This is an optimization exercise on Yosys and OpenROAD, whose aim is small area, a short achievable clock period and few clock cycles per item, not a production implementation. Only the layout flow was run in this run; the RTL was not checked for function there.

### design/flow/run.sh
#!/bin/bash
# synth_recipe.tcl (not shown) runs the flow's synth.tcl, then flattens the netlist and writes it again
# the make line also repeats each setting of config.mk as NAME=value (left out here)
make -C /OpenROAD-flow-scripts/flow DESIGN_CONFIG=/design/flow/config.mk WORK_HOME=/design/flow/orfs CLKGATE_MAP_FILE= SYNTH_SCRIPT=/design/flow/synth_recipe.tcl finish
### design/flow/config.mk
export PLATFORM = sky130hd
export DESIGN_NAME = cordic_multiply
export DESIGN_NICKNAME = cordic_multiply
export VERILOG_FILES = /design/flow/design.v
export SDC_FILE = /design/flow/constraint.sdc
export NUM_CORES = 4
export LEC_CHECK = 0
export CAP_MARGIN = 20
export CORE_MARGIN = 2
export CORE_UTILIZATION = 40
export CTS_BUF_LIST = sky130_fd_sc_hd__clkbuf_4
export SLEW_MARGIN = 20
export SYNTH_HIERARCHICAL = 1
export SYNTH_MINIMUM_KEEP_SIZE = 0
### design/flow/constraint.sdc
create_clock -name core_clock -period 7.0 [get_ports {clk}]
set_input_delay 1.4000 -clock core_clock [delete_from_list [all_inputs] [get_ports {clk}]]
set_output_delay 1.4000 -clock core_clock [all_outputs]
set_load 0.01 [all_outputs]
### design/flow/design.v
module cordic_multiply #(
    parameter WL = 16,
    parameter FL = 14,
    parameter N_ITER = 15
)(
    input  wire                 clk,
    input  wire                 rst_n,
    input  wire                 start,
    input  wire signed [WL-1:0] in1,
    input  wire signed [WL-1:0] in2,
    output reg  signed [WL-1:0] out,
    output reg                  done
);
    wire p1 = ~(in1[0]);
    wire p2 = ~(in1[1]);
    wire p3 = ~(in1[2]);
    wire p4 = ~(in1[3]);
    wire p5 = ~(in1[4]);
    wire p6 = ~(in1[5]);
    wire p7 = ~(in1[6]);
    wire p8 = ~(in1[7]);
    wire p9 = ~(in1[8]);
    wire p10 = ~(in1[9]);
    wire p11 = ~(in1[10]);
    wire p12 = ~(in1[11]);
    wire p13 = ~(in1[12]);
    wire p14 = ~(in1[13]);
    wire p15 = ~(in1[14]);
    wire p16 = ~(~(in1[15]));
    wire p17 = ~(in2[15] & ~in1[0]);
    wire p18 = ~(in2[15]);
    wire p19 = ~(in2[14] & in1[1]);
    wire p20 = ~(in2[13] & in1[2]);
    wire p21 = ~(in2[12] & in1[3]);
    wire p22 = ~(in2[11] & in1[4]);
    wire p23 = ~(in2[10] & in1[5]);
    wire p24 = ~(in2[9] & in1[6]);
    wire p25 = ~(in2[8] & in1[7]);
    wire p26 = ~(in2[7] & in1[8]);
    wire p27 = ~(in2[6] & in1[9]);
    wire p28 = ~(in2[5] & in1[10]);
    wire p29 = ~(in2[4] & in1[11]);
    wire p30 = ~(in2[3] & in1[12]);
    wire p31 = ~(in2[2] & in1[13]);
    wire p32 = ~(~(in2[1] & in1[14]));
    wire p33 = ~(in2[15] & ~in1[1]);
    wire p34 = ~(in2[14] & in1[2]);
    wire p35 = ~(in2[13] & in1[3]);
    wire p36 = ~(in2[12] & in1[4]);
    wire p37 = ~(in2[11] & in1[5]);
    wire p38 = ~(in2[10] & in1[6]);
    wire p39 = ~(in2[9] & in1[7]);
    wire p40 = ~(in2[8] & in1[8]);
    wire p41 = ~(in2[7] & in1[9]);
    wire p42 = ~(in2[6] & in1[10]);
    wire p43 = ~(in2[5] & in1[11]);
    wire p44 = ~(in2[4] & in1[12]);
    wire p45 = ~(in2[3] & in1[13]);
    wire p46 = ~(in2[2] & in1[14]);
    wire p47 = ~(~(in2[1] & in1[15]));
    wire p48 = ~(in2[1] & in1[14]);
    wire p49 = ~(in2[15] & ~in1[2]);
    wire p50 = ~(in2[14] & in1[3]);
    wire p51 = ~(in2[13] & in1[4]);
    wire p52 = ~(in2[12] & in1[5]);
    wire p53 = ~(in2[11] & in1[6]);
    wire p54 = ~(in2[10] & in1[7]);
    wire p55 = ~(in2[9] & in1[8]);
    wire p56 = ~(in2[8] & in1[9]);
    wire p57 = ~(in2[7] & in1[10]);
    wire p58 = ~(in2[6] & in1[11]);
    wire p59 = ~(in2[5] & in1[12]);
    wire p60 = ~(in2[4] & in1[13]);
    wire p61 = ~(in2[3] & in1[14]);
    wire p62 = ~(~(in2[2] & in1[15]));
    wire p63 = ~(in2[15] & ~in1[3]);
    wire p64 = ~(in2[14] & in1[4]);
    wire p65 = ~(in2[13] & in1[5]);
    wire p66 = ~(in2[12] & in1[6]);
    wire p67 = ~(in2[11] & in1[7]);
    wire p68 = ~(in2[10] & in1[8]);
    wire p69 = ~(in2[9] & in1[9]);
    wire p70 = ~(in2[8] & in1[10]);
    wire p71 = ~(in2[7] & in1[11]);
    wire p72 = ~(in2[6] & in1[12]);
    wire p73 = ~(in2[5] & in1[13]);
    wire p74 = ~(in2[4] & in1[14]);
    wire p75 = ~(~(in2[3] & in1[15]));
    wire p76 = ~(in2[15] & ~in1[4]);
    wire p77 = ~(in2[14] & in1[5]);
    wire p78 = ~(in2[13] & in1[6]);
    wire p79 = ~(in2[12] & in1[7]);
    wire p80 = ~(in2[11] & in1[8]);
    wire p81 = ~(in2[10] & in1[9]);
    wire p82 = ~(in2[9] & in1[10]);
    wire p83 = ~(in2[8] & in1[11]);
    wire p84 = ~(in2[7] & in1[12]);
    wire p85 = ~(in2[6] & in1[13]);
    wire p86 = ~(in2[5] & in1[14]);
    wire p87 = ~(~(in2[4] & in1[15]));
    wire p88 = ~(in2[15] & ~in1[5]);
    wire p89 = ~(in2[14] & in1[6]);
    wire p90 = ~(in2[13] & in1[7]);
    wire p91 = ~(in2[12] & in1[8]);
    wire p92 = ~(in2[11] & in1[9]);
    wire p93 = ~(in2[10] & in1[10]);
    wire p94 = ~(in2[9] & in1[11]);
    wire p95 = ~(in2[8] & in1[12]);
    wire p96 = ~(in2[7] & in1[13]);
    wire p97 = ~(in2[6] & in1[14]);
    wire p98 = ~(~(in2[5] & in1[15]));
    wire p99 = ~(in2[15] & ~in1[6]);
    wire p100 = ~(in2[14] & in1[7]);
    wire p101 = ~(in2[13] & in1[8]);
    wire p102 = ~(in2[12] & in1[9]);
    wire p103 = ~(in2[11] & in1[10]);
    wire p104 = ~(in2[10] & in1[11]);
    wire p105 = ~(in2[9] & in1[12]);
    wire p106 = ~(in2[8] & in1[13]);
    wire p107 = ~(in2[7] & in1[14]);
    wire p108 = ~(~(in2[6] & in1[15]));
    wire p109 = ~(in2[15] & ~in1[7]);
    wire p110 = ~(in2[14] & in1[8]);
    wire p111 = ~(in2[13] & in1[9]);
    wire p112 = ~(in2[12] & in1[10]);
    wire p113 = ~(in2[11] & in1[11]);
    wire p114 = ~(in2[10] & in1[12]);
    wire p115 = ~(in2[9] & in1[13]);
    wire p116 = ~(in2[8] & in1[14]);
    wire p117 = ~(~(in2[7] & in1[15]));
    wire p118 = ~(in2[15] & ~in1[8]);
    wire p119 = ~(in2[14] & in1[9]);
    wire p120 = ~(in2[13] & in1[10]);
    wire p121 = ~(in2[12] & in1[11]);
    wire p122 = ~(in2[11] & in1[12]);
    wire p123 = ~(in2[10] & in1[13]);
    wire p124 = ~(in2[9] & in1[14]);
    wire p125 = ~(~(in2[8] & in1[15]));
    wire p126 = ~(in2[15] & ~in1[9]);
    wire p127 = ~(in2[14] & in1[10]);
    wire p128 = ~(in2[13] & in1[11]);
    wire p129 = ~(in2[12] & in1[12]);
    wire p130 = ~(in2[11] & in1[13]);
    wire p131 = ~(in2[10] & in1[14]);
    wire p132 = ~(~(in2[9] & in1[15]));
    wire p133 = ~(in2[15] & ~in1[10]);
    wire p134 = ~(in2[14] & in1[11]);
    wire p135 = ~(in2[13] & in1[12]);
    wire p136 = ~(in2[12] & in1[13]);
    wire p137 = ~(in2[11] & in1[14]);
    wire p138 = ~(~(in2[10] & in1[15]));
    wire p139 = ~(in2[15] & ~in1[11]);
    wire p140 = ~(in2[14] & in1[12]);
    wire p141 = ~(in2[13] & in1[13]);
    wire p142 = ~(in2[12] & in1[14]);
    wire p143 = ~(~(in2[11] & in1[15]));
    wire p144 = ~(in2[15] & ~in1[12]);
    wire p145 = ~(in2[14] & in1[13]);
    wire p146 = ~(in2[13] & in1[14]);
    wire p147 = ~(~(in2[12] & in1[15]));
    wire p148 = ~(in2[15] & ~in1[13]);
    wire p149 = ~(in2[14] & in1[14]);
    wire p150 = ~(~(in2[13] & in1[15]));
    wire p151 = ~(in2[15] & ~in1[14]);
    wire p152 = ~(~(in2[14] & in1[15]));
    wire p153 = ~(in2[15] & ~in1[15]);
    wire p154 = ~(1'b1);
    wire s155, c156;
    cm_fa us155 (.a(p1), .b(p2), .ci(p3), .s(s155), .co(c156));
    wire s157, c158;
    cm_fa us157 (.a(p16), .b(p17), .ci(p18), .s(s157), .co(c158));
    wire s159, c160;
    cm_fa us159 (.a(p19), .b(p20), .ci(p21), .s(s159), .co(c160));
    wire s161, c162;
    cm_han us161 (.a(p22), .b(p23), .s(s161), .co(c162));
    wire s163, c164;
    cm_fa us163 (.a(p33), .b(p34), .ci(p35), .s(s163), .co(c164));
    wire s165, c166;
    cm_fa us165 (.a(p36), .b(p37), .ci(p38), .s(s165), .co(c166));
    wire s167, c168;
    cm_fa us167 (.a(p39), .b(p40), .ci(p41), .s(s167), .co(c168));
    wire s169, c170;
    cm_fa us169 (.a(p49), .b(p50), .ci(p51), .s(s169), .co(c170));
    wire s171, c172;
    cm_fa us171 (.a(p52), .b(p53), .ci(p54), .s(s171), .co(c172));
    wire s173, c174;
    cm_fa us173 (.a(p63), .b(p64), .ci(p65), .s(s173), .co(c174));
    wire s175, c176;
    cm_fa us175 (.a(p4), .b(p5), .ci(p6), .s(s175), .co(c176));
    wire s177, c178;
    cm_fa us177 (.a(p7), .b(p8), .ci(p9), .s(s177), .co(c178));
    wire s179, c180;
    cm_fa us179 (.a(p24), .b(p25), .ci(p26), .s(s179), .co(c180));
    wire s181, c182;
    cm_fa us181 (.a(p27), .b(p28), .ci(p29), .s(s181), .co(c182));
    wire s183, c184;
    cm_fa us183 (.a(p30), .b(p31), .ci(p32), .s(s183), .co(c184));
    wire s185, c186;
    cm_fa us185 (.a(p42), .b(p43), .ci(p44), .s(s185), .co(c186));
    wire s187, c188;
    cm_fa us187 (.a(p45), .b(p46), .ci(p47), .s(s187), .co(c188));
    wire s189, c190;
    cm_fa us189 (.a(p48), .b(c162), .ci(s163), .s(s189), .co(c190));
    wire s191, c192;
    cm_han us191 (.a(s165), .b(s167), .s(s191), .co(c192));
    wire s193, c194;
    cm_fa us193 (.a(p55), .b(p56), .ci(p57), .s(s193), .co(c194));
    wire s195, c196;
    cm_fa us195 (.a(p58), .b(p59), .ci(p60), .s(s195), .co(c196));
    wire s197, c198;
    cm_fa us197 (.a(p61), .b(p62), .ci(s169), .s(s197), .co(c198));
    wire s199, c200;
    cm_fa us199 (.a(s171), .b(c164), .ci(c166), .s(s199), .co(c200));
    wire s201, c202;
    cm_fa us201 (.a(p66), .b(p67), .ci(p68), .s(s201), .co(c202));
    wire s203, c204;
    cm_fa us203 (.a(p69), .b(p70), .ci(p71), .s(s203), .co(c204));
    wire s205, c206;
    cm_fa us205 (.a(p72), .b(p73), .ci(p74), .s(s205), .co(c206));
    wire s207, c208;
    cm_fa us207 (.a(p75), .b(s173), .ci(c170), .s(s207), .co(c208));
    wire s209, c210;
    cm_fa us209 (.a(p76), .b(p77), .ci(p78), .s(s209), .co(c210));
    wire s211, c212;
    cm_fa us211 (.a(p79), .b(p80), .ci(p81), .s(s211), .co(c212));
    wire s213, c214;
    cm_fa us213 (.a(p82), .b(p83), .ci(p84), .s(s213), .co(c214));
    wire s215, c216;
    cm_fa us215 (.a(p85), .b(p86), .ci(p87), .s(s215), .co(c216));
    wire s217, c218;
    cm_fa us217 (.a(p88), .b(p89), .ci(p90), .s(s217), .co(c218));
    wire s219, c220;
    cm_fa us219 (.a(p91), .b(p92), .ci(p93), .s(s219), .co(c220));
    wire s221, c222;
    cm_fa us221 (.a(p94), .b(p95), .ci(p96), .s(s221), .co(c222));
    wire s223, c224;
    cm_fa us223 (.a(p99), .b(p100), .ci(p101), .s(s223), .co(c224));
    wire s225, c226;
    cm_fa us225 (.a(p102), .b(p103), .ci(p104), .s(s225), .co(c226));
    wire s227, c228;
    cm_fa us227 (.a(p109), .b(p110), .ci(p111), .s(s227), .co(c228));
    wire s229, c230;
    cm_fa us229 (.a(p10), .b(p11), .ci(p12), .s(s229), .co(c230));
    wire s231, c232;
    cm_han us231 (.a(p13), .b(p14), .s(s231), .co(c232));
    wire s233, c234;
    cm_fa us233 (.a(c156), .b(c176), .ci(c178), .s(s233), .co(c234));
    wire s235, c236;
    cm_fa us235 (.a(s161), .b(s157), .ci(s159), .s(s235), .co(c236));
    wire s237, c238;
    cm_han us237 (.a(s179), .b(s181), .s(s237), .co(c238));
    wire s239, c240;
    cm_fa us239 (.a(c158), .b(c160), .ci(s185), .s(s239), .co(c240));
    wire s241, c242;
    cm_fa us241 (.a(s187), .b(c180), .ci(c182), .s(s241), .co(c242));
    wire s243, c244;
    cm_fa us243 (.a(c184), .b(s191), .ci(s189), .s(s243), .co(c244));
    wire s245, c246;
    cm_fa us245 (.a(c168), .b(s193), .ci(s195), .s(s245), .co(c246));
    wire s247, c248;
    cm_fa us247 (.a(c186), .b(c188), .ci(c192), .s(s247), .co(c248));
    wire s249, c250;
    cm_fa us249 (.a(s197), .b(s199), .ci(c190), .s(s249), .co(c250));
    wire s251, c252;
    cm_fa us251 (.a(c172), .b(s201), .ci(s203), .s(s251), .co(c252));
    wire s253, c254;
    cm_fa us253 (.a(s205), .b(c194), .ci(c196), .s(s253), .co(c254));
    wire s255, c256;
    cm_fa us255 (.a(s207), .b(c198), .ci(c200), .s(s255), .co(c256));
    wire s257, c258;
    cm_fa us257 (.a(c174), .b(s209), .ci(s211), .s(s257), .co(c258));
    wire s259, c260;
    cm_fa us259 (.a(s213), .b(s215), .ci(c202), .s(s259), .co(c260));
    wire s261, c262;
    cm_fa us261 (.a(c204), .b(c206), .ci(c208), .s(s261), .co(c262));
    wire s263, c264;
    cm_fa us263 (.a(p97), .b(p98), .ci(s217), .s(s263), .co(c264));
    wire s265, c266;
    cm_fa us265 (.a(s219), .b(s221), .ci(c210), .s(s265), .co(c266));
    wire s267, c268;
    cm_fa us267 (.a(c212), .b(c214), .ci(c216), .s(s267), .co(c268));
    wire s269, c270;
    cm_fa us269 (.a(p105), .b(p106), .ci(p107), .s(s269), .co(c270));
    wire s271, c272;
    cm_fa us271 (.a(p108), .b(s223), .ci(s225), .s(s271), .co(c272));
    wire s273, c274;
    cm_fa us273 (.a(c218), .b(c220), .ci(c222), .s(s273), .co(c274));
    wire s275, c276;
    cm_fa us275 (.a(p112), .b(p113), .ci(p114), .s(s275), .co(c276));
    wire s277, c278;
    cm_fa us277 (.a(p115), .b(p116), .ci(p117), .s(s277), .co(c278));
    wire s279, c280;
    cm_fa us279 (.a(s227), .b(c224), .ci(c226), .s(s279), .co(c280));
    wire s281, c282;
    cm_fa us281 (.a(p118), .b(p119), .ci(p120), .s(s281), .co(c282));
    wire s283, c284;
    cm_fa us283 (.a(p121), .b(p122), .ci(p123), .s(s283), .co(c284));
    wire s285, c286;
    cm_fa us285 (.a(p124), .b(p125), .ci(c228), .s(s285), .co(c286));
    wire s287, c288;
    cm_fa us287 (.a(p126), .b(p127), .ci(p128), .s(s287), .co(c288));
    wire s289, c290;
    cm_fa us289 (.a(p129), .b(p130), .ci(p131), .s(s289), .co(c290));
    wire s291, c292;
    cm_fa us291 (.a(p133), .b(p134), .ci(p135), .s(s291), .co(c292));
    wire s293, c294;
    cm_fa us293 (.a(p15), .b(s231), .ci(s155), .s(s293), .co(c294));
    wire s295, c296;
    cm_fa us295 (.a(c232), .b(c230), .ci(s183), .s(s295), .co(c296));
    wire s297, c298;
    cm_han us297 (.a(s233), .b(s237), .s(s297), .co(c298));
    wire s299, c300;
    cm_fa us299 (.a(c234), .b(c238), .ci(s239), .s(s299), .co(c300));
    wire s301, c302;
    cm_fa us301 (.a(s241), .b(c236), .ci(s243), .s(s301), .co(c302));
    wire s303, c304;
    cm_fa us303 (.a(s245), .b(c240), .ci(c242), .s(s303), .co(c304));
    wire s305, c306;
    cm_fa us305 (.a(s247), .b(s249), .ci(c244), .s(s305), .co(c306));
    wire s307, c308;
    cm_fa us307 (.a(s251), .b(s253), .ci(c246), .s(s307), .co(c308));
    wire s309, c310;
    cm_fa us309 (.a(c248), .b(s255), .ci(c250), .s(s309), .co(c310));
    wire s311, c312;
    cm_fa us311 (.a(s257), .b(s259), .ci(c252), .s(s311), .co(c312));
    wire s313, c314;
    cm_fa us313 (.a(c254), .b(s261), .ci(c256), .s(s313), .co(c314));
    wire s315, c316;
    cm_fa us315 (.a(s263), .b(s265), .ci(s267), .s(s315), .co(c316));
    wire s317, c318;
    cm_fa us317 (.a(c258), .b(c260), .ci(c262), .s(s317), .co(c318));
    wire s319, c320;
    cm_fa us319 (.a(s269), .b(s271), .ci(s273), .s(s319), .co(c320));
    wire s321, c322;
    cm_fa us321 (.a(c264), .b(c266), .ci(c268), .s(s321), .co(c322));
    wire s323, c324;
    cm_fa us323 (.a(s275), .b(s277), .ci(c270), .s(s323), .co(c324));
    wire s325, c326;
    cm_fa us325 (.a(s279), .b(c272), .ci(c274), .s(s325), .co(c326));
    wire s327, c328;
    cm_fa us327 (.a(s281), .b(s283), .ci(c276), .s(s327), .co(c328));
    wire s329, c330;
    cm_fa us329 (.a(c278), .b(s285), .ci(c280), .s(s329), .co(c330));
    wire s331, c332;
    cm_fa us331 (.a(p132), .b(s287), .ci(s289), .s(s331), .co(c332));
    wire s333, c334;
    cm_fa us333 (.a(c282), .b(c284), .ci(c286), .s(s333), .co(c334));
    wire s335, c336;
    cm_fa us335 (.a(p136), .b(p137), .ci(p138), .s(s335), .co(c336));
    wire s337, c338;
    cm_fa us337 (.a(s291), .b(c288), .ci(c290), .s(s337), .co(c338));
    wire s339, c340;
    cm_fa us339 (.a(p139), .b(p140), .ci(p141), .s(s339), .co(c340));
    wire s341, c342;
    cm_fa us341 (.a(p142), .b(p143), .ci(c292), .s(s341), .co(c342));
    wire s343, c344;
    cm_fa us343 (.a(p144), .b(p145), .ci(p146), .s(s343), .co(c344));
    wire s345, c346;
    cm_han us345 (.a(s175), .b(s177), .s(s345), .co(c346));
    wire s347, c348;
    cm_fa us347 (.a(c294), .b(s235), .ci(s295), .s(s347), .co(c348));
    wire s349, c350;
    cm_fa us349 (.a(c296), .b(c298), .ci(s299), .s(s349), .co(c350));
    wire s351, c352;
    cm_fa us351 (.a(s303), .b(c300), .ci(s305), .s(s351), .co(c352));
    wire s353, c354;
    cm_fa us353 (.a(s307), .b(c304), .ci(s309), .s(s353), .co(c354));
    wire s355, c356;
    cm_fa us355 (.a(s311), .b(c308), .ci(s313), .s(s355), .co(c356));
    wire s357, c358;
    cm_fa us357 (.a(s315), .b(c312), .ci(s317), .s(s357), .co(c358));
    wire s359, c360;
    cm_fa us359 (.a(s319), .b(s321), .ci(c316), .s(s359), .co(c360));
    wire s361, c362;
    cm_fa us361 (.a(s323), .b(s325), .ci(c320), .s(s361), .co(c362));
    wire s363, c364;
    cm_fa us363 (.a(s327), .b(c324), .ci(s329), .s(s363), .co(c364));
    wire s365, c366;
    cm_fa us365 (.a(s331), .b(c328), .ci(s333), .s(s365), .co(c366));
    wire s367, c368;
    cm_fa us367 (.a(s335), .b(s337), .ci(c332), .s(s367), .co(c368));
    wire s369, c370;
    cm_fa us369 (.a(s339), .b(c336), .ci(s341), .s(s369), .co(c370));
    wire s371, c372;
    cm_fa us371 (.a(p147), .b(s343), .ci(c340), .s(s371), .co(c372));
    wire s373, c374;
    cm_fa us373 (.a(p148), .b(p149), .ci(p150), .s(s373), .co(c374));
    wire s375, c376;
    cm_han us375 (.a(s229), .b(s345), .s(s375), .co(c376));
    wire s377, c378;
    cm_fa us377 (.a(c346), .b(s297), .ci(s347), .s(s377), .co(c378));
    wire s379, c380;
    cm_fa us379 (.a(c348), .b(s301), .ci(s349), .s(s379), .co(c380));
    wire s381, c382;
    cm_fa us381 (.a(c302), .b(c350), .ci(s351), .s(s381), .co(c382));
    wire s383, c384;
    cm_fa us383 (.a(c306), .b(s353), .ci(c352), .s(s383), .co(c384));
    wire s385, c386;
    cm_fa us385 (.a(c310), .b(s355), .ci(c354), .s(s385), .co(c386));
    wire s387, c388;
    cm_fa us387 (.a(c314), .b(s357), .ci(c356), .s(s387), .co(c388));
    wire s389, c390;
    cm_fa us389 (.a(c318), .b(s359), .ci(c358), .s(s389), .co(c390));
    wire s391, c392;
    cm_fa us391 (.a(c322), .b(s361), .ci(c360), .s(s391), .co(c392));
    wire s393, c394;
    cm_fa us393 (.a(c326), .b(s363), .ci(c362), .s(s393), .co(c394));
    wire s395, c396;
    cm_fa us395 (.a(c330), .b(s365), .ci(c364), .s(s395), .co(c396));
    wire s397, c398;
    cm_fa us397 (.a(c334), .b(s367), .ci(c366), .s(s397), .co(c398));
    wire s399, c400;
    cm_fa us399 (.a(c338), .b(s369), .ci(c368), .s(s399), .co(c400));
    wire s401, c402;
    cm_fa us401 (.a(c342), .b(s371), .ci(c370), .s(s401), .co(c402));
    wire s403, c404;
    cm_fa us403 (.a(c344), .b(s373), .ci(c372), .s(s403), .co(c404));
    wire s405, c406;
    cm_fa us405 (.a(p151), .b(p152), .ci(c374), .s(s405), .co(c406));
    wire s407, c408;
    cm_han us407 (.a(p153), .b(p154), .s(s407), .co(c408));
    wire [16:0] ya = {s407, s405, s403, s401, s399, s397, s395, s393, s391, s389, s387, s385, s383, s381, s379, s377, s293};
    wire [16:0] yb = {c406, c404, c402, c400, c398, c396, c394, c392, c390, c388, c386, c384, c382, c380, c378, c376, s375};
    wire [16:0] yn = ya + yb + 17'd1;
    wire [16:0] y = ~yn;
    always @(posedge clk)
        out <= y[16:1];
    always @(posedge clk or negedge rst_n)
        if (!rst_n) done <= 1'b0;
        else        done <= start;
endmodule
module cm_han (
    input  wire a,
    input  wire b,
    output wire s,
    output wire co
);
    assign s  = ~(a ^ b);
    assign co = a | b;
endmodule
module cm_fa (
    input  wire a,
    input  wire b,
    input  wire ci,
    output wire s,
    output wire co
);
    assign s  = a ^ b ^ ci;
    assign co = (a & b) | (a & ci) | (b & ci);
endmodule
==> summary.txt <==
-- worst min-delay path by stage --
stage / to
6_report: done
5_1_grt: done
4_1_cts: done
3_5_place_dp: done
3_3_place_gp: done
2_1_floorplan: done
-- critical path, stage by stage --
cell and delay (ps):
clkdlybuf4s50_1 510, buf_12 150, nand2_1 90, fa_1 560
fa_1 440, fa_1 520, fa_1 540, fa_1 440
fa_1 410, ha_1 400, and4_4 230, a21boi_4 150
o31ai_1 470, o211ai_1 210, xnor2_1 170
-- stage by stage --
step                instance area (um2)  utilization [%]  std cells
floorplan                          4390                -        451
CTS                                5160             47.9        644
global route                       5160             47.9        644
finish                             5160             47.9        644
global placement                   5130             47.6        640
detailed placement                 5130             47.6        640
-- layer usage --
metal	vias to the layer above	global-route usage (%)	part of all wire, %	routed length (um)
li1	1481	-	-	-
met1	1641	28.4	45	4770
met2	66	34.5	50	5240
met3	12	2.57	3.4	360
met4	0	3.66	1.9	199
met5	-	0	0	0
-- final cells by class --
class	count	area (um2)	share of cell area (%)
clock buffers	4	30.0	0.581
inverters	56	210	4.07
multi-input cells	360	3760	72.9
flip-flops and latches	17	345	6.69
well taps	140	175	3.39
repair buffers	67	641	12.4
-- cells in the final DEF, fill, tap and decap left out, drive strengths merged --
| cell type | count |
|---|---|
| nand2 | 130 |
| fa | 120 |
| inv | 56 |
| clkdlybuf4s50 | 50 |
| ha | 23 |
| buf | 17 |
| dfxtp | 16 |
| a21oi | 15 |
| and2 | 14 |
| xnor2 | 12 |
| o21ai | 6 |
| nand3 | 4 |
| nor2 | 4 |
| clkbuf | 4 |
| o31ai | 4 |
| o211ai | 3 |
| a31oi | 3 |
| or2 | 2 |
| a211oi | 2 |
| o21bai | 2 |
| nor3 | 2 |
| xor2 | 2 |
| a21boi | 2 |
| and4 | 1 |
| o22ai | 1 |
| and3 | 1 |
| or4b | 1 |
| a221oi | 1 |
| o311a | 1 |
| a21o | 1 |
| nand2b | 1 |
| nor2b | 1 |
| conb | 1 |
| dfrtp | 1 |
-- flip-flops by register name, indices dropped and copies added (netlist names) --
register  cells
out          16
done          1
==> key figures <==
Status
  • Status: complete, no violations

Yosys
  • YS warnings: 7
  • Mapped cell area: 4390 um2
  • Syn_nets: 629
  • Cells after Synth: 451
  • Avg Cell Area, Syn: 9.73 um2

Critical path
  • Worst setup path startpoint: in2[15]
  • CP Data Required Time: 7170 ps
  • CP Launch Type: input port
  • Worst EP arrival: 6690 ps
  • CP Class: in -> reg
  • Worst-path fanout max: 17
  • Critical Path End: out[15]
  • Crit end category: flop

Timing
  • Least-Margin Pin Slew: 507 ps
  • Max Slew Vio Count: 0
  • Setup repair after global routing missed its margin: false
  • Maximum clock rate: 0.154 GHz
  • Slew margin rel.: 66.1%
  • Setup TNS: 0 ps
  • Hold slack final: 1240 ps
  • Period utilisation layout: 93.0%
  • Final worst slack: 489 ps
  • Hold Vio Cnt, Final: 0
  • Final worst path period need: 6510 ps
  • Final setup vio count: 0

Die
  • Die ar.: 11800 um2
  • I/O Pins: 52
  • Die Wd: 109 um
  • Rows: 38
  • Die H: 109 um
  • Core area: 10800 um2
  • Starting Density: 40.6%

CTS
  • Root Driver: clkbuf_4
  • Clock Sinks: 17
  • CTS H-tree lvls: 1
  • Post-CTS Setup Bufs: 0
  • Hold Buf Count CTS: 0
  • Clk pin slew, worst setup/hold paths: 90 ps
  • Max clock buf depth: 2
  • Post-cts sizing count: 0
  • CTS tree: built
  • CTS buffer count: 3

Drt
  • Final antenna-violating net count: 0
  • Drt first pass iters: 5
  • DRT iter0 DRCs: 130
  • DRC: 0
  • Via/cell ratio: 4.97
  • Total Wirelength: 10600 um
  • Routed WL per cell: 16.4 um
  • Via count: 3200

Place
  • Buffers on Ports: 50
  • Pre-CTS WS: 167 ps
  • Post-DP HPWL: 9290 um
  • Final Wtd Congestion: 0.860

Global route
  • Vias in the first global route: 3632
  • Tot GR Track Use: 20.3%
  • First-pass GRT wire length: 18300 um
  • Total grt overflow: 0
  • Initial antenna violation count: 0
  • Largest net degree at the start of global routing: 18

Final layout
  • N_diodes: 0
  • Filler cells: 1021
  • # nets final: 683
  • Layout cells sized above 1: 5.36%
  • Area growth from synthesis to layout: 17.7%

Min path
  • Hold Crit Class: in -> async

Job
  • # Max-Cap Violations: 0

-- afterwards: timing with drivers on the ports --
Ports are ideal in the flow. The routed layout listed here was re-timed in OpenROAD.
Step 1 (the two cells are an assumption about what drives the block):
set clk [get_ports {clk}]
set_driving_cell -lib_cell sky130_fd_sc_hd__clkbuf_16 $clk
set_driving_cell -lib_cell sky130_fd_sc_hd__buf_2 [delete_from_list [all_inputs] $clk]
Step 2 times the ports against the registers' clock, not the clock port: input delays grow and output delays shrink by t, the midpoint of the rising clock arrivals with the driver on.
Slacks: ideal ports / drivers / drivers and shift; pairs: ideal ports / drivers.
t (ns): 0.308
setup slack, ns: 0.489 / 0.486 / 0.178
worst hold slack (ns): 1.242 / 1.247 / 1.555
worst setup path at the end: input to register
latest minus earliest clock arrival (ns): 0.004 / 0.004
After both steps setup and hold are still met in this run. The setup slack of this run moves by -0.003 ns with the drivers and by -0.311 ns with both steps.
